This design comes from an exercise in tuning for small area on the open sky130 flow, not from production work.
Only simulation tests tie the RTL to the original design; equivalence was not proved.
Power is estimated from default activity; no workload was simulated.

===== flow/design.v =====
module SA_FA (input A, B, CIN, output SUM, COUT);
  assign SUM  = A ^ B ^ CIN;
  assign COUT = (A & B) | (A & CIN) | (B & CIN);
endmodule
module SA_HA (input A, B, output SUM, COUT);
  assign SUM  = A ^ B;
  assign COUT = A & B;
endmodule
module SA_NOR2 (input A, B, output Y);
  assign Y = ~(A | B);
endmodule
module SA_NAND2 (input A, B, output Y);
  assign Y = ~(A & B);
endmodule
module SA_AOI21 (input A1, A2, B1, output Y);
  assign Y = ~((A1 & A2) | B1);
endmodule
module SA_OAI21 (input A1, A2, B1, output Y);
  assign Y = ~((A1 | A2) & B1);
endmodule
module SA_XOR2 (input A, B, output X);
  assign X = A ^ B;
endmodule
module SA_XNOR2 (input A, B, output Y);
  assign Y = ~(A ^ B);
endmodule
module SA_NOR2B (input A, B_N, output Y);
  assign Y = ~(A | ~B_N);
endmodule
module SA_INV (input A, output Y);
  assign Y = ~A;
endmodule
module PE (
    input  logic        i_clk, i_rst,
    input  logic [7:0]  i_Left_n, i_Top_n,
    output logic [7:0]  o_right_n, o_down_n,
    output logic [16:0] o_Cell_Value
  );
  wire [7:0] an = i_Left_n;
  wire [7:0] bn = i_Top_n;
  wire [16:0] acc = o_Cell_Value;
  wire pp1;
  SA_NOR2 u2 (.A(an[0]), .B(bn[0]), .Y(pp1));
  wire pp3;
  SA_NOR2 u4 (.A(an[0]), .B(bn[1]), .Y(pp3));
  wire pp5;
  SA_NOR2 u6 (.A(an[0]), .B(bn[2]), .Y(pp5));
  wire pp7;
  SA_NOR2 u8 (.A(an[0]), .B(bn[3]), .Y(pp7));
  wire pp9;
  SA_NOR2 u10 (.A(an[0]), .B(bn[4]), .Y(pp9));
  wire pp11;
  SA_NOR2 u12 (.A(an[0]), .B(bn[5]), .Y(pp11));
  wire pp13;
  SA_NOR2 u14 (.A(an[0]), .B(bn[6]), .Y(pp13));
  wire pp15;
  SA_NOR2 u16 (.A(an[0]), .B(bn[7]), .Y(pp15));
  wire pp17;
  SA_NOR2 u18 (.A(an[1]), .B(bn[0]), .Y(pp17));
  wire pp19;
  SA_NOR2 u20 (.A(an[1]), .B(bn[1]), .Y(pp19));
  wire pp21;
  SA_NOR2 u22 (.A(an[1]), .B(bn[2]), .Y(pp21));
  wire pp23;
  SA_NOR2 u24 (.A(an[1]), .B(bn[3]), .Y(pp23));
  wire pp25;
  SA_NOR2 u26 (.A(an[1]), .B(bn[4]), .Y(pp25));
  wire pp27;
  SA_NOR2 u28 (.A(an[1]), .B(bn[5]), .Y(pp27));
  wire pp29;
  SA_NOR2 u30 (.A(an[1]), .B(bn[6]), .Y(pp29));
  wire pp31;
  SA_NOR2 u32 (.A(an[1]), .B(bn[7]), .Y(pp31));
  wire pp33;
  SA_NOR2 u34 (.A(an[2]), .B(bn[0]), .Y(pp33));
  wire pp35;
  SA_NOR2 u36 (.A(an[2]), .B(bn[1]), .Y(pp35));
  wire pp37;
  SA_NOR2 u38 (.A(an[2]), .B(bn[2]), .Y(pp37));
  wire pp39;
  SA_NOR2 u40 (.A(an[2]), .B(bn[3]), .Y(pp39));
  wire pp41;
  SA_NOR2 u42 (.A(an[2]), .B(bn[4]), .Y(pp41));
  wire pp43;
  SA_NOR2 u44 (.A(an[2]), .B(bn[5]), .Y(pp43));
  wire pp45;
  SA_NOR2 u46 (.A(an[2]), .B(bn[6]), .Y(pp45));
  wire pp47;
  SA_NOR2 u48 (.A(an[2]), .B(bn[7]), .Y(pp47));
  wire pp49;
  SA_NOR2 u50 (.A(an[3]), .B(bn[0]), .Y(pp49));
  wire pp51;
  SA_NOR2 u52 (.A(an[3]), .B(bn[1]), .Y(pp51));
  wire pp53;
  SA_NOR2 u54 (.A(an[3]), .B(bn[2]), .Y(pp53));
  wire pp55;
  SA_NOR2 u56 (.A(an[3]), .B(bn[3]), .Y(pp55));
  wire pp57;
  SA_NOR2 u58 (.A(an[3]), .B(bn[4]), .Y(pp57));
  wire pp59;
  SA_NOR2 u60 (.A(an[3]), .B(bn[5]), .Y(pp59));
  wire pp61;
  SA_NOR2 u62 (.A(an[3]), .B(bn[6]), .Y(pp61));
  wire pp63;
  SA_NOR2 u64 (.A(an[3]), .B(bn[7]), .Y(pp63));
  wire pp65;
  SA_NOR2 u66 (.A(an[4]), .B(bn[0]), .Y(pp65));
  wire pp67;
  SA_NOR2 u68 (.A(an[4]), .B(bn[1]), .Y(pp67));
  wire pp69;
  SA_NOR2 u70 (.A(an[4]), .B(bn[2]), .Y(pp69));
  wire pp71;
  SA_NOR2 u72 (.A(an[4]), .B(bn[3]), .Y(pp71));
  wire pp73;
  SA_NOR2 u74 (.A(an[4]), .B(bn[4]), .Y(pp73));
  wire pp75;
  SA_NOR2 u76 (.A(an[4]), .B(bn[5]), .Y(pp75));
  wire pp77;
  SA_NOR2 u78 (.A(an[4]), .B(bn[6]), .Y(pp77));
  wire pp79;
  SA_NOR2 u80 (.A(an[4]), .B(bn[7]), .Y(pp79));
  wire pp81;
  SA_NOR2 u82 (.A(an[5]), .B(bn[0]), .Y(pp81));
  wire pp83;
  SA_NOR2 u84 (.A(an[5]), .B(bn[1]), .Y(pp83));
  wire pp85;
  SA_NOR2 u86 (.A(an[5]), .B(bn[2]), .Y(pp85));
  wire pp87;
  SA_NOR2 u88 (.A(an[5]), .B(bn[3]), .Y(pp87));
  wire pp89;
  SA_NOR2 u90 (.A(an[5]), .B(bn[4]), .Y(pp89));
  wire pp91;
  SA_NOR2 u92 (.A(an[5]), .B(bn[5]), .Y(pp91));
  wire pp93;
  SA_NOR2 u94 (.A(an[5]), .B(bn[6]), .Y(pp93));
  wire pp95;
  SA_NOR2 u96 (.A(an[5]), .B(bn[7]), .Y(pp95));
  wire pp97;
  SA_NOR2 u98 (.A(an[6]), .B(bn[0]), .Y(pp97));
  wire pp99;
  SA_NOR2 u100 (.A(an[6]), .B(bn[1]), .Y(pp99));
  wire pp101;
  SA_NOR2 u102 (.A(an[6]), .B(bn[2]), .Y(pp101));
  wire pp103;
  SA_NOR2 u104 (.A(an[6]), .B(bn[3]), .Y(pp103));
  wire pp105;
  SA_NOR2 u106 (.A(an[6]), .B(bn[4]), .Y(pp105));
  wire pp107;
  SA_NOR2 u108 (.A(an[6]), .B(bn[5]), .Y(pp107));
  wire pp109;
  SA_NOR2 u110 (.A(an[6]), .B(bn[6]), .Y(pp109));
  wire pp111;
  SA_NOR2 u112 (.A(an[6]), .B(bn[7]), .Y(pp111));
  wire pp113;
  SA_NOR2 u114 (.A(an[7]), .B(bn[0]), .Y(pp113));
  wire pp115;
  SA_NOR2 u116 (.A(an[7]), .B(bn[1]), .Y(pp115));
  wire pp117;
  SA_NOR2 u118 (.A(an[7]), .B(bn[2]), .Y(pp117));
  wire pp119;
  SA_NOR2 u120 (.A(an[7]), .B(bn[3]), .Y(pp119));
  wire pp121;
  SA_NOR2 u122 (.A(an[7]), .B(bn[4]), .Y(pp121));
  wire pp123;
  SA_NOR2 u124 (.A(an[7]), .B(bn[5]), .Y(pp123));
  wire pp125;
  SA_NOR2 u126 (.A(an[7]), .B(bn[6]), .Y(pp125));
  wire pp127;
  SA_NOR2 u128 (.A(an[7]), .B(bn[7]), .Y(pp127));
  wire s129;
  wire c130;
  SA_HA u131 (.A(acc[0]), .B(pp1), .SUM(s129), .COUT(c130));
  wire s132;
  wire c133;
  SA_FA u134 (.A(acc[1]), .B(pp3), .CIN(pp17), .SUM(s132), .COUT(c133));
  wire s135;
  wire c136;
  SA_HA u137 (.A(c130), .B(s132), .SUM(s135), .COUT(c136));
  wire s138;
  wire c139;
  SA_FA u140 (.A(acc[2]), .B(pp5), .CIN(pp19), .SUM(s138), .COUT(c139));
  wire s141;
  wire c142;
  SA_FA u143 (.A(pp33), .B(c133), .CIN(s138), .SUM(s141), .COUT(c142));
  wire s144;
  wire c145;
  SA_HA u146 (.A(c136), .B(s141), .SUM(s144), .COUT(c145));
  wire s147;
  wire c148;
  SA_FA u149 (.A(acc[3]), .B(pp7), .CIN(pp21), .SUM(s147), .COUT(c148));
  wire s150;
  wire c151;
  SA_FA u152 (.A(pp35), .B(pp49), .CIN(c139), .SUM(s150), .COUT(c151));
  wire s153;
  wire c154;
  SA_FA u155 (.A(s147), .B(c142), .CIN(s150), .SUM(s153), .COUT(c154));
  wire s156;
  wire c157;
  SA_HA u158 (.A(c145), .B(s153), .SUM(s156), .COUT(c157));
  wire s159;
  wire c160;
  SA_FA u161 (.A(acc[4]), .B(pp9), .CIN(pp23), .SUM(s159), .COUT(c160));
  wire s162;
  wire c163;
  SA_FA u164 (.A(pp37), .B(pp51), .CIN(pp65), .SUM(s162), .COUT(c163));
  wire s165;
  wire c166;
  SA_FA u167 (.A(c148), .B(s159), .CIN(s162), .SUM(s165), .COUT(c166));
  wire s168;
  wire c169;
  SA_HA u170 (.A(c151), .B(s165), .SUM(s168), .COUT(c169));
  wire s171;
  wire k172;
  wire p173;
  wire g174;
  SA_HA u175 (.A(c154), .B(s168), .SUM(p173), .COUT(g174));
  SA_AOI21 u176 (.A1(p173), .A2(c157), .B1(g174), .Y(k172));
  SA_XOR2 u177 (.A(p173), .B(c157), .X(s171));
  wire s178;
  wire c179;
  SA_FA u180 (.A(acc[5]), .B(pp11), .CIN(pp25), .SUM(s178), .COUT(c179));
  wire s181;
  wire c182;
  SA_FA u183 (.A(pp39), .B(pp53), .CIN(pp67), .SUM(s181), .COUT(c182));
  wire s184;
  wire c185;
  SA_FA u186 (.A(pp81), .B(c160), .CIN(c163), .SUM(s184), .COUT(c185));
  wire s187;
  wire c188;
  SA_FA u189 (.A(s178), .B(s181), .CIN(c166), .SUM(s187), .COUT(c188));
  wire s190;
  wire c191;
  SA_HA u192 (.A(s184), .B(c169), .SUM(s190), .COUT(c191));
  wire s193;
  wire k194;
  wire kl195;
  wire ng196;
  wire p197;
  SA_NOR2 u198 (.A(s187), .B(s190), .Y(kl195));
  SA_NAND2 u199 (.A(s187), .B(s190), .Y(ng196));
  SA_NOR2B u200 (.A(kl195), .B_N(ng196), .Y(p197));
  SA_AOI21 u201 (.A1(ng196), .A2(k172), .B1(kl195), .Y(k194));
  SA_XNOR2 u202 (.A(p197), .B(k172), .Y(s193));
  wire s203;
  wire c204;
  SA_FA u205 (.A(acc[6]), .B(pp13), .CIN(pp27), .SUM(s203), .COUT(c204));
  wire s206;
  wire c207;
  SA_FA u208 (.A(pp41), .B(pp55), .CIN(pp69), .SUM(s206), .COUT(c207));
  wire s209;
  wire c210;
  SA_FA u211 (.A(pp83), .B(pp97), .CIN(c179), .SUM(s209), .COUT(c210));
  wire s212;
  wire c213;
  SA_FA u214 (.A(c182), .B(s203), .CIN(s206), .SUM(s212), .COUT(c213));
  wire s215;
  wire c216;
  SA_FA u217 (.A(c185), .B(s209), .CIN(s212), .SUM(s215), .COUT(c216));
  wire s218;
  wire c219;
  SA_HA u220 (.A(c191), .B(c188), .SUM(s218), .COUT(c219));
  wire s221;
  wire k222;
  wire p223;
  wire g224;
  SA_HA u225 (.A(s215), .B(s218), .SUM(p223), .COUT(g224));
  SA_AOI21 u226 (.A1(p223), .A2(k194), .B1(g224), .Y(k222));
  SA_XOR2 u227 (.A(p223), .B(k194), .X(s221));
  wire s228;
  wire c229;
  SA_FA u230 (.A(acc[7]), .B(pp15), .CIN(pp29), .SUM(s228), .COUT(c229));
  wire s231;
  wire c232;
  SA_FA u233 (.A(pp43), .B(pp57), .CIN(pp71), .SUM(s231), .COUT(c232));
  wire s234;
  wire c235;
  SA_FA u236 (.A(pp85), .B(pp99), .CIN(pp113), .SUM(s234), .COUT(c235));
  wire s237;
  wire c238;
  SA_FA u239 (.A(c204), .B(c207), .CIN(s228), .SUM(s237), .COUT(c238));
  wire s240;
  wire c241;
  SA_FA u242 (.A(s231), .B(s234), .CIN(c210), .SUM(s240), .COUT(c241));
  wire s243;
  wire c244;
  SA_FA u245 (.A(c213), .B(s237), .CIN(s240), .SUM(s243), .COUT(c244));
  wire s246;
  wire c247;
  SA_HA u248 (.A(c216), .B(c219), .SUM(s246), .COUT(c247));
  wire s249;
  wire k250;
  wire kl251;
  wire ng252;
  wire p253;
  SA_NOR2 u254 (.A(s243), .B(s246), .Y(kl251));
  SA_NAND2 u255 (.A(s243), .B(s246), .Y(ng252));
  SA_NOR2B u256 (.A(kl251), .B_N(ng252), .Y(p253));
  SA_AOI21 u257 (.A1(ng252), .A2(k222), .B1(kl251), .Y(k250));
  SA_XNOR2 u258 (.A(p253), .B(k222), .Y(s249));
  wire s259;
  wire c260;
  SA_FA u261 (.A(acc[8]), .B(pp31), .CIN(pp45), .SUM(s259), .COUT(c260));
  wire s262;
  wire c263;
  SA_FA u264 (.A(pp59), .B(pp73), .CIN(pp87), .SUM(s262), .COUT(c263));
  wire s265;
  wire c266;
  SA_FA u267 (.A(pp101), .B(pp115), .CIN(c229), .SUM(s265), .COUT(c266));
  wire s268;
  wire c269;
  SA_FA u270 (.A(c232), .B(c235), .CIN(s259), .SUM(s268), .COUT(c269));
  wire s271;
  wire c272;
  SA_FA u273 (.A(s262), .B(c238), .CIN(s265), .SUM(s271), .COUT(c272));
  wire s274;
  wire c275;
  SA_FA u276 (.A(s268), .B(c241), .CIN(s271), .SUM(s274), .COUT(c275));
  wire s277;
  wire c278;
  SA_HA u279 (.A(c247), .B(c244), .SUM(s277), .COUT(c278));
  wire s280;
  wire k281;
  wire p282;
  wire g283;
  SA_HA u284 (.A(s274), .B(s277), .SUM(p282), .COUT(g283));
  SA_AOI21 u285 (.A1(p282), .A2(k250), .B1(g283), .Y(k281));
  SA_XOR2 u286 (.A(p282), .B(k250), .X(s280));
  wire s287;
  wire c288;
  SA_FA u289 (.A(acc[9]), .B(pp47), .CIN(pp61), .SUM(s287), .COUT(c288));
  wire s290;
  wire c291;
  SA_FA u292 (.A(pp75), .B(pp89), .CIN(pp103), .SUM(s290), .COUT(c291));
  wire s293;
  wire c294;
  SA_FA u295 (.A(pp117), .B(c260), .CIN(c263), .SUM(s293), .COUT(c294));
  wire s296;
  wire c297;
  SA_FA u298 (.A(s287), .B(s290), .CIN(c266), .SUM(s296), .COUT(c297));
  wire s299;
  wire c300;
  SA_FA u301 (.A(c269), .B(s293), .CIN(c272), .SUM(s299), .COUT(c300));
  wire s302;
  wire c303;
  SA_FA u304 (.A(s296), .B(c275), .CIN(s299), .SUM(s302), .COUT(c303));
  wire s305;
  wire k306;
  wire kl307;
  wire ng308;
  wire p309;
  SA_NOR2 u310 (.A(c278), .B(s302), .Y(kl307));
  SA_NAND2 u311 (.A(c278), .B(s302), .Y(ng308));
  SA_NOR2B u312 (.A(kl307), .B_N(ng308), .Y(p309));
  SA_AOI21 u313 (.A1(ng308), .A2(k281), .B1(kl307), .Y(k306));
  SA_XNOR2 u314 (.A(p309), .B(k281), .Y(s305));
  wire s315;
  wire c316;
  SA_FA u317 (.A(acc[10]), .B(pp63), .CIN(pp77), .SUM(s315), .COUT(c316));
  wire s318;
  wire c319;
  SA_FA u320 (.A(pp91), .B(pp105), .CIN(pp119), .SUM(s318), .COUT(c319));
  wire s321;
  wire c322;
  SA_FA u323 (.A(c288), .B(c291), .CIN(s315), .SUM(s321), .COUT(c322));
  wire s324;
  wire c325;
  SA_FA u326 (.A(s318), .B(c294), .CIN(s321), .SUM(s324), .COUT(c325));
  wire s327;
  wire c328;
  SA_FA u329 (.A(c297), .B(s324), .CIN(c300), .SUM(s327), .COUT(c328));
  wire s330;
  wire k331;
  wire p332;
  wire g333;
  SA_HA u334 (.A(c303), .B(s327), .SUM(p332), .COUT(g333));
  SA_AOI21 u335 (.A1(p332), .A2(k306), .B1(g333), .Y(k331));
  SA_XOR2 u336 (.A(p332), .B(k306), .X(s330));
  wire s337;
  wire c338;
  SA_FA u339 (.A(acc[11]), .B(pp79), .CIN(pp93), .SUM(s337), .COUT(c338));
  wire s340;
  wire c341;
  SA_FA u342 (.A(pp107), .B(pp121), .CIN(c316), .SUM(s340), .COUT(c341));
  wire s343;
  wire c344;
  SA_FA u345 (.A(c319), .B(s337), .CIN(c322), .SUM(s343), .COUT(c344));
  wire s346;
  wire c347;
  SA_FA u348 (.A(s340), .B(c325), .CIN(s343), .SUM(s346), .COUT(c347));
  wire s349;
  wire k350;
  wire kl351;
  wire ng352;
  wire p353;
  SA_NOR2 u354 (.A(c328), .B(s346), .Y(kl351));
  SA_NAND2 u355 (.A(c328), .B(s346), .Y(ng352));
  SA_NOR2B u356 (.A(kl351), .B_N(ng352), .Y(p353));
  SA_AOI21 u357 (.A1(ng352), .A2(k331), .B1(kl351), .Y(k350));
  SA_XNOR2 u358 (.A(p353), .B(k331), .Y(s349));
  wire s359;
  wire c360;
  SA_FA u361 (.A(acc[12]), .B(pp95), .CIN(pp109), .SUM(s359), .COUT(c360));
  wire s362;
  wire c363;
  SA_FA u364 (.A(pp123), .B(c338), .CIN(s359), .SUM(s362), .COUT(c363));
  wire s365;
  wire c366;
  SA_FA u367 (.A(c341), .B(s362), .CIN(c344), .SUM(s365), .COUT(c366));
  wire s368;
  wire k369;
  wire p370;
  wire g371;
  SA_HA u372 (.A(c347), .B(s365), .SUM(p370), .COUT(g371));
  SA_AOI21 u373 (.A1(p370), .A2(k350), .B1(g371), .Y(k369));
  SA_XOR2 u374 (.A(p370), .B(k350), .X(s368));
  wire s375;
  wire c376;
  SA_FA u377 (.A(acc[13]), .B(pp111), .CIN(pp125), .SUM(s375), .COUT(c376));
  wire s378;
  wire c379;
  SA_FA u380 (.A(c360), .B(s375), .CIN(c363), .SUM(s378), .COUT(c379));
  wire s381;
  wire k382;
  wire kl383;
  wire ng384;
  wire p385;
  SA_NOR2 u386 (.A(c366), .B(s378), .Y(kl383));
  SA_NAND2 u387 (.A(c366), .B(s378), .Y(ng384));
  SA_NOR2B u388 (.A(kl383), .B_N(ng384), .Y(p385));
  SA_AOI21 u389 (.A1(ng384), .A2(k369), .B1(kl383), .Y(k382));
  SA_XNOR2 u390 (.A(p385), .B(k369), .Y(s381));
  wire s391;
  wire c392;
  SA_FA u393 (.A(acc[14]), .B(pp127), .CIN(c376), .SUM(s391), .COUT(c392));
  wire s394;
  wire k395;
  wire p396;
  wire g397;
  SA_HA u398 (.A(c379), .B(s391), .SUM(p396), .COUT(g397));
  SA_AOI21 u399 (.A1(p396), .A2(k382), .B1(g397), .Y(k395));
  SA_XOR2 u400 (.A(p396), .B(k382), .X(s394));
  wire s401;
  wire k402;
  wire kl403;
  wire ng404;
  wire p405;
  SA_NOR2 u406 (.A(acc[15]), .B(c392), .Y(kl403));
  SA_NAND2 u407 (.A(acc[15]), .B(c392), .Y(ng404));
  SA_NOR2B u408 (.A(kl403), .B_N(ng404), .Y(p405));
  SA_AOI21 u409 (.A1(ng404), .A2(k395), .B1(kl403), .Y(k402));
  SA_XNOR2 u410 (.A(p405), .B(k395), .Y(s401));
  wire s411;
  SA_XOR2 u412 (.A(acc[16]), .B(k402), .X(s411));
  wire [16:0] nxt = {s411, s401, s394, s381, s368, s349, s330, s305, s280, s249, s221, s193, s171, s156, s144, s135, s129};
  always @(posedge i_clk or posedge i_rst)
    if (i_rst) begin
      o_right_n    <= 8'hff;
      o_down_n     <= 8'hff;
      o_Cell_Value <= 17'd0;
    end else begin
      o_right_n    <= i_Left_n;
      o_down_n     <= i_Top_n;
      o_Cell_Value <= nxt;
    end
endmodule
module Systolic_Array #(parameter data_width=8) (
  input  logic                      i_clk     , i_rst,
  input  logic [data_width-1:0]     i_Cell_A1 , i_Cell_A4,i_Cell_A7,
  input  logic [data_width-1:0]     i_Cell_B1 , i_Cell_B2,i_Cell_B3,
  output logic [(data_width*2):0]   o_cell_1  , o_cell_2 , o_cell_3 , o_cell_4 , o_cell_5, o_cell_6 , o_cell_7, o_cell_8, o_cell_9
);
  wire [7:0] A1n, A4n, A7n, B1n, B2n, B3n;
  genvar k;
  for (k = 0; k < 8; k = k + 1) begin : inv
    SA_INV ia1 (.A(i_Cell_A1[k]), .Y(A1n[k]));
    SA_INV ia4 (.A(i_Cell_A4[k]), .Y(A4n[k]));
    SA_INV ia7 (.A(i_Cell_A7[k]), .Y(A7n[k]));
    SA_INV ib1 (.A(i_Cell_B1[k]), .Y(B1n[k]));
    SA_INV ib2 (.A(i_Cell_B2[k]), .Y(B2n[k]));
    SA_INV ib3 (.A(i_Cell_B3[k]), .Y(B3n[k]));
  end
  wire [7:0] A12, A23, A45, A56, A78, A89;
  wire [7:0] B14, B47, B25, B58, B36, B69;
  PE PE1 (i_clk, i_rst, A1n, B1n, A12, B14, o_cell_1);
  PE PE2 (i_clk, i_rst, A12, B2n, A23, B25, o_cell_2);
  PE PE3 (i_clk, i_rst, A23, B3n,    , B36, o_cell_3);
  PE PE4 (i_clk, i_rst, A4n, B14, A45, B47, o_cell_4);
  PE PE5 (i_clk, i_rst, A45, B25, A56, B58, o_cell_5);
  PE PE6 (i_clk, i_rst, A56, B36,    , B69, o_cell_6);
  PE PE7 (i_clk, i_rst, A7n, B47, A78,    , o_cell_7);
  PE PE8 (i_clk, i_rst, A78, B58, A89,    , o_cell_8);
  PE PE9 (i_clk, i_rst, A89, B69,    ,    , o_cell_9);
endmodule

===== flow/constraint.sdc =====
create_clock -name core_clock -period 5.2 [get_ports {i_clk}]
set_input_delay 1.0400 -clock core_clock [delete_from_list [all_inputs] [get_ports {i_clk}]]
set_output_delay 1.0400 -clock core_clock [all_outputs]
set_load 0.01 [all_outputs]

===== flow/standard.sh =====
#!/bin/bash
# synth_recipe.tcl (not shown) runs the flow's synth.tcl, then flattens the netlist and writes it again
# the make line also repeats each setting of config.mk as NAME=value (left out here)
make -C /OpenROAD-flow-scripts/flow DESIGN_CONFIG=/design/flow/config.mk WORK_HOME=/design/flow/orfs CLKGATE_MAP_FILE= SYNTH_SCRIPT=/design/flow/synth_recipe.tcl "${@:-finish}"

===== flow/config.mk =====
export PLATFORM = sky130hd
export DESIGN_NAME = Systolic_Array
export DESIGN_NICKNAME = Systolic_Array
export VERILOG_FILES = /design/flow/design.v
export SDC_FILE = /design/flow/constraint.sdc
export NUM_CORES = 4
export LEC_CHECK = 0
export CAP_MARGIN = 20
export CORE_MARGIN = 2
export CORE_UTILIZATION = 78
export GPL_TIMING_DRIVEN = 0
export SLEW_MARGIN = 20

===== flow/flow/run.sh =====
#!/bin/bash
# Layout flow: the standard ORFS flow (standard.sh), with these changes:
#  - synthesis maps the design's SA_* gate modules one-to-one onto library cells
#    (flow/gatemap.tcl, run as ORFS's SYNTH_CANONICALIZE_TCL hook);
#  - ports are buffered with sky130_fd_sc_hd__buf_1;
#  - clock tree: clkbuf_4 buffers, sink clusters of up to CLUSTER sinks, no dummy loads;
#  - the largest buffers and inverters are added to the platform's don't-use list, so that
#    repair builds the reset tree from smaller buffers.
# Each ORFS step writes its full log under orfs/logs/; make's own output goes to flow_make.log.
set -euo pipefail
W=$(pwd)
CLUSTER=10
DIAMETER=50
PLAT_DU=$(make -s -C "$FLOW_HOME" DESIGN_CONFIG="$W/config.mk" WORK_HOME="$W/orfs" print-DONT_USE_CELLS | sed -n 's/^DONT_USE_CELLS: //p')
EXTRA_DU="sky130_fd_sc_hd__buf_8 sky130_fd_sc_hd__buf_12 sky130_fd_sc_hd__buf_16 sky130_fd_sc_hd__bufbuf_8 sky130_fd_sc_hd__bufbuf_16 sky130_fd_sc_hd__bufinv_8 sky130_fd_sc_hd__bufinv_16 sky130_fd_sc_hd__inv_12 sky130_fd_sc_hd__inv_16 sky130_fd_sc_hd__clkinv_16 sky130_fd_sc_hd__clkbuf_16"
bash standard.sh \
  "SYNTH_CANONICALIZE_TCL=$W/flow/gatemap.tcl" \
  "BUFFER_PORTS_ARGS=-buffer_cell sky130_fd_sc_hd__buf_1" \
  "CTS_ARGS=-sink_clustering_enable -repair_clock_nets -buf_list sky130_fd_sc_hd__clkbuf_4 -sink_clustering_size $CLUSTER -sink_clustering_max_diameter $DIAMETER -dont_use_dummy_load" \
  "DONT_USE_CELLS=$PLAT_DU $EXTRA_DU" \
  finish > "$W/flow_make.log" 2>&1

===== flow/flow/gatemap.tcl =====
# Map the design's gate modules (SA_*) one-to-one onto library cells of the same function.
foreach {m c} {
  SA_FA    sky130_fd_sc_hd__fa_1
  SA_HA    sky130_fd_sc_hd__ha_1
  SA_NOR2  sky130_fd_sc_hd__nor2_1
  SA_NAND2 sky130_fd_sc_hd__nand2_1
  SA_AOI21 sky130_fd_sc_hd__a21oi_1
  SA_OAI21 sky130_fd_sc_hd__o21ai_0
  SA_XOR2  sky130_fd_sc_hd__xor2_1
  SA_XNOR2 sky130_fd_sc_hd__xnor2_1
  SA_NOR2B sky130_fd_sc_hd__nor2b_1
  SA_INV   sky130_fd_sc_hd__inv_1
} {
  chtype -map $m $c
  delete $m
}
hierarchy -check -top $::env(DESIGN_NAME)

==> summary.md, run 1 <==
| Metric | Value |
|---|---|
| # H-tree levels | 2 |
| Cts bufs inserted | 38 |
| Crit-path cells | nor2_1 > fa_1 > fa_1 > ha_1 > ha_1 > ha_1 > ha_1 > ha_1 > ha_1 > a21oi_1 > a21oi_1 > a21oi_2 > a21oi_1 > a21oi_1 > a21oi_1 > a21oi_1 > a21oi_1 > xor2_1 |
| Area delta synth->final | 8.17% |
| Post-synthesis sequential area ratio | 29.0% |
| Most common cell after layout, fill and taps aside | nor2_1 |
| Max Fanout on Critical Path | 9 |
| CP endpoint | PE6.o_Cell_Value[16]$_DFF_PP0_ |
| Worst-path clk slew | 0.11 ns |
| Placed Cells | 2442 |
| Cts-stage hold buffer count | 0 |
| Reg2reg setup slack | 0.21 ns |
| Latest clock arrival within the worst-skew pair | 0.68 ns |
| Port Buffers | 202 |
| Cell family with most CP delay | adder cells |
| Max-capacitance violation count | 0 |
| PwrDens | 746 nW/µm² |
| Crit path arrival time | 5.57 ns |
| Critical Path Start Type | flop |
| Post-route DRC | 0 |
| Max incr delay on CP | 0.67 ns |
| Max frequency | 200 MHz |
| Synthesized Nets | 2499 |
| Clock Skew | 0.0580 ns |
| Total number of yosys warnings | 2 |
| DPL Wire Length | 38.4 mm |
| Initial core utilization | 79.0% |
| Final setup violation count | 0 |
| Final instance area | 23700 µm² |
| Die height | 172 µm |
| R2R Path End | PE6.o_Cell_Value[16]$_DFF_PP0_ |
| Largest net degree at the start of global routing | 38 |
| Slew Viols, Final | 0 |
| Non-filler cells, final | 2495 |
| Slew headroom | 55.7% |
| Wire per inst | 19.9 µm |
| Post-synthesis cell count | 1855 |
| Final TNS setup | 0 ns |
| HP Class | flop to flop |
| Reg2reg path depth | 18 |
| Commonest non-fill, non-tap cells in the layout | nor2_1 (630), fa_1 (459), buf_1 (202) |
| Final min period | 4.99 ns |
| Ratio of cells with drive above 1 in the final layout | 9.92% |
| Global-route wire length before repair | 81.4 mm |
| CP Capture Type | flop |
| LEAKAGE | 10.7 nW |
| CTS tree | yes |
| Antenna viol nets, final | 0 |
| Distinct cell type count after synthesis | 11 |
| Slew at the pin with the worst max-slew slack | 0.663 ns |
| Worst path depth | 18 |
| Critical Setup Path Class | flop to flop |
| Run status | no timing/DRC/antenna violations |
| Worst r2r src | PE3.o_down_n[3]$_DFF_PP1_ |
| Tcrit/Tclk final | 96.0% |
| VDD IR max | 669 µV |
| Site Rows | 61 |
| Slowest CP cell | dfstp_2 |
| Largest cells by area after synthesis | fa_1 (42%), dfrtp_1 (17%), dfstp_2 (12%), nor2_1 (11%), ha_1 (7.7%) |
| Total GRT Usage | 35.8% |
| Die W | 172 µm |
| Mapped Avg Cell Area | 11.8 µm² |
| Top cell by count, worst path | a21oi_1 |
| Placed Area | 23200 µm² |
| Vias in the first global route | 17000 |
| Core Footprint | 27700 µm² |
| Total wire length | 49.6 mm |
| Total power | 17.7 mW |
| Fill cell count | 1481 |
| Cell chosen for the clock root | clkbuf_4 |
| Synth Cell Area | 21900 µm² |
| Synth area leader | fa_1 |
| Start point of the critical path | PE3.o_down_n[3]$_DFF_PP1_ |
| IO Count | 203 |
| Hold Violations, Final | 0 |
| Vias per cell | 6.09 |
| Yosys reg bits | 249 |
| 1st-pass router iterations | 6 |
| Nets | 2762 |
| Clock sinks | 249 |
| Die area | 29400 µm² |
| CP bufs+invs | 0 |
| Initial antenna violation count | 2 |
| Total gr overflow | 0 |
| Yosys top cell area share | 42.0% |
| WP data required | 5.78 ns |
| DR vias | 15200 |
| Max Root-Sink Buffers | 3 |
| Routability cong. | 0.954 |
| 1st-iter DRT viols | 1082 |
-- synth_stat cells --
master   instances
dfstp_2         96
dfrtp_1        153
nor2_1         630
a21oi_1        108
inv_1           49
xor2_1          63
nand2_1         54
nor2b_1         54
fa_1           459
ha_1           135
xnor2_1         54
-- worst reg2reg max path: cells and delay by family, from the launching register on --
family,cells,cell delay (ns)
compound gates,8,1.59
fa+ha+maj,8,2.38
flops,1,0.67
simple gates,1,0.12
xor+xnor,1,0.16
-- state kept, by name, indices dropped and copies added (netlist names), 17 cells and up --
register,count
PE1.o_Cell_Value,17
PE2.o_Cell_Value,17
PE3.o_Cell_Value,17
PE4.o_Cell_Value,17
PE5.o_Cell_Value,17
PE6.o_Cell_Value,17
PE7.o_Cell_Value,17
PE8.o_Cell_Value,17
PE9.o_Cell_Value,17
-- power breakdown --
part	switching [mW]	internal, mW	total, mW
clock network	0.684	0.336	1.02
registers	0.720	2.97	3.69
logic	7.18	5.77	12.9
-- final cells by class --
class	count	area (µm²)	area share, %
clock buffers	38	285	1.21
flip-flops and latches	249	6350	26.8
diodes	1	2.50	0.0106
inverters	49	191	0.809
repair buffers	223	907	3.83
well taps	378	473	2.00
multi-input cells	1557	15500	65.3
-- worst min-delay path by stage --
| stage | startpoint | endpoint | slack (ns) | depth (start not counted) |
|---|---|---|---|---|
| 3_3_place_gp | PE1.o_right_n[5]$_DFF_PP1_ | PE2.o_right_n[5]$_DFF_PP1_ | 0.43 | 0 |
| 3_5_place_dp | PE3.o_down_n[1]$_DFF_PP1_ | PE6.o_down_n[1]$_DFF_PP1_ | 0.43 | 0 |
| 5_1_grt | PE2.o_down_n[0]$_DFF_PP1_ | PE5.o_down_n[0]$_DFF_PP1_ | 0.40 | 0 |
| 4_1_cts | PE2.o_down_n[0]$_DFF_PP1_ | PE5.o_down_n[0]$_DFF_PP1_ | 0.40 | 0 |
| 6_report | PE2.o_down_n[0]$_DFF_PP1_ | PE5.o_down_n[0]$_DFF_PP1_ | 0.42 | 0 |
| 2_1_floorplan | PE1.o_down_n[0]$_DFF_PP1_ | PE4.o_down_n[0]$_DFF_PP1_ | 0.40 | 0 |
-- per-layer routing --
metal / wire length (µm) / global-route usage [%] / up-vias
met1: 18000 / 46.4 / 7878
li1: - / - / 6338
met5: 0 / 0 / -
met3: 3780 / 6.47 / 194
met2: 25500 / 60.6 / 777
met4: 2290 / 15.4 / 0
-- per-stage QoR --
step	setup WS [ns]	hold slack, ns	util [%]
final	0.210	0.417	85.4
after global routing	-0.0725	0.396	85.4
after global placement	-0.464	0.427	83.4
after detailed placement	-0.697	0.426	83.7
after CTS	0.0183	0.399	84.8
after floorplan	0.137	0.396	-
-- timing repair --
| action | in CTS | in global routing |
|---|---|---|
| setup endpoints to repair | 0 | 14 |
| hold endpoints to repair | 0 | 0 |
| buffers inserted | 0 | 14 |
| gates resized for setup | 0 | 54 |
-- kinds of logic after synthesis --
kind of cell	count (synthesis)	synth area share (%)
compound gates	108	2.47
buf+inv	49	0.840
flops	249	29.0
simple gates	738	13.3
fa+ha+maj	594	49.7
xor+xnor	117	4.68
==> run 2: changes to the inputs <==
--- a/flow/config.mk
+++ b/flow/config.mk
@@ -9,3 +9,3 @@
 export CORE_MARGIN = 2
-export CORE_UTILIZATION = 78
+export CORE_UTILIZATION = 85
 export GPL_TIMING_DRIVEN = 0
==> summary.md, run 2 <==
| Metric | Value |
|---|---|
| Run status | did not finish |
| Failed at | 5_1_grt |
| First error | [ERROR GRT-0228] Horizontal edge usage exceeds the maximum allowed. (11, 15) usage=65535 limit=3200 |
| Count leader, synth | nor2_1 |
| Top FF cell, synth | dfrtp_1 |
| Synthesized Nets | 2499 (unchanged) |
| WEP type | register data pin |
| Top cells by count, synth | nor2_1 (630), fa_1 (459), dfrtp_1 (153) |
| Worst setup endpoint GRT | PE6.o_Cell_Value[16]$_DFF_PP0_/D |
| Routability cong. | 0.931 (-2.4%) |
| Post-synth ARST share | 100% (unchanged) |
| Site Rows | 58 (-4.9%) |
| Cts bufs inserted | 36 (-5.3%) |
| Die W | 164 µm (-4.1%) |
| Cts-stage hold buffer count | 0 (unchanged) |
| Largest cells by area after synthesis | fa_1 (42%), dfrtp_1 (17%), dfstp_2 (12%), nor2_1 (11%), ha_1 (7.7%) |
| Distinct cell type count after synthesis | 11 (unchanged) |
| # H-tree levels | 2 (unchanged) |
| Total number of yosys warnings | 2 (unchanged) |
| Post-place setup slack | -0.728 ns (-0.0305 ns) |
| Post-synthesis cell count | 1855 (unchanged) |
| Die height | 164 µm (-4.1%) |
| Synth area leader | fa_1 |
| Largest net degree at the start of global routing | 39 |
| Post-synthesis sequential area ratio | 29.0% (unchanged) |
| IO Count | 203 (unchanged) |
| Synth Cell Area | 21900 µm² (unchanged) |
| Post-synth EDFFs | 0 (unchanged) |
| Mapped Avg Cell Area | 11.8 µm² (unchanged) |
| DPL Wire Length | 44.7 mm (+16%) |
| Cell chosen for the clock root | clkbuf_4 |
| Yosys top cell area share | 42.0% (unchanged) |
| Port Buffers | 202 (unchanged) |
| Initial core utilization | 86.7% (+7.7 points) |
| Initial antenna violation count | 10 |
| Max Root-Sink Buffers | 3 (unchanged) |
| Clock sinks | 249 (unchanged) |
| Yosys reg bits | 249 (unchanged) |
## run 2: cell counts after synthesis
No cell type changed its count.
## run 2: power groups by stage
stage / Clock [mW] / Combinational [mW] / Sequential [mW]
2_1_floorplan: 0 / 9.10 / 3.85
3_3_place_gp: 0 / 11.3 / 3.70
3_5_place_dp: 0 / 12.9 / 3.74
4_1_cts: 1.02 / 13.4 / 3.73
## run 2: worst max-delay path by stage
| stage | start | end | slack, ns | cells after the start |
|---|---|---|---|---|
| floorplan | i_Cell_A1[2] | PE1.o_Cell_Value[16]$_DFF_PP0_ | 0.14 | 19 |
| global placement | i_rst | PE8.o_Cell_Value[6]$_DFF_PP0_ | -0.37 | 2 |
| CTS | i_Cell_B1[1] | PE1.o_Cell_Value[16]$_DFF_PP0_ | 0.005 | 20 |
| detailed placement | i_Cell_B2[1] | PE2.o_Cell_Value[16]$_DFF_PP0_ | -0.73 | 20 |
## run 2: cell families after synthesis
group                      count (synthesis)  synth area share [%]
AOI/OAI and AO/OA                        108                  2.47
xor gates and xnor gates                 117                  4.68
adders and majority gates                594                  49.7
DFF                                      249                  29.0
buffers and inverters                     49                 0.840
and+or+nand+nor                          738                  13.3
## run 2: repair_timing
| item | CTS |
|---|---|
| pin swaps | 0 |
| setup buffers | 3 |
| endpoints found under the setup margin | 7 |
| gates resized for setup | 17 |
## run 2: per-stage QoR
step                util, %  area [µm²]  hold WS (ns)  std cells
detailed placement     91.6       23100         0.427       2394
CTS                    93.0       23500         0.323       2433
floorplan                 -       21900         0.396       1855
global placement       91.3       23100         0.423       2387

-- what the ideal ports hide --
In the flow no input, the clock included, has a driving cell. The finished layout below was timed again as built, in two steps. Step 1 sets driving cells, clkbuf_16 on the clock port and buf_2 on the other inputs (assumed; they add their load-dependent delay and slew). Step 2 also shifts input and output timing later by t, the mid clock arrival at the registers, as if the neighbouring blocks saw the same clock. Slacks: ideal / step 1 / step 2; pairs: ideal / step 1.
run: run 1
t (ns): 0.700
setup slack, ns: 0.210 / 0.210 / -0.443
worst setup path after step 2: input to register
clock arrival spread, ns: 0.060 / 0.060
worst data-port slew with drivers (ns): 0.04
Met with ideal ports but missed after step 2: setup timing in run 1. The setup slack of run 1 moves by 0.000 ns with the drivers and by -0.653 ns with both steps.
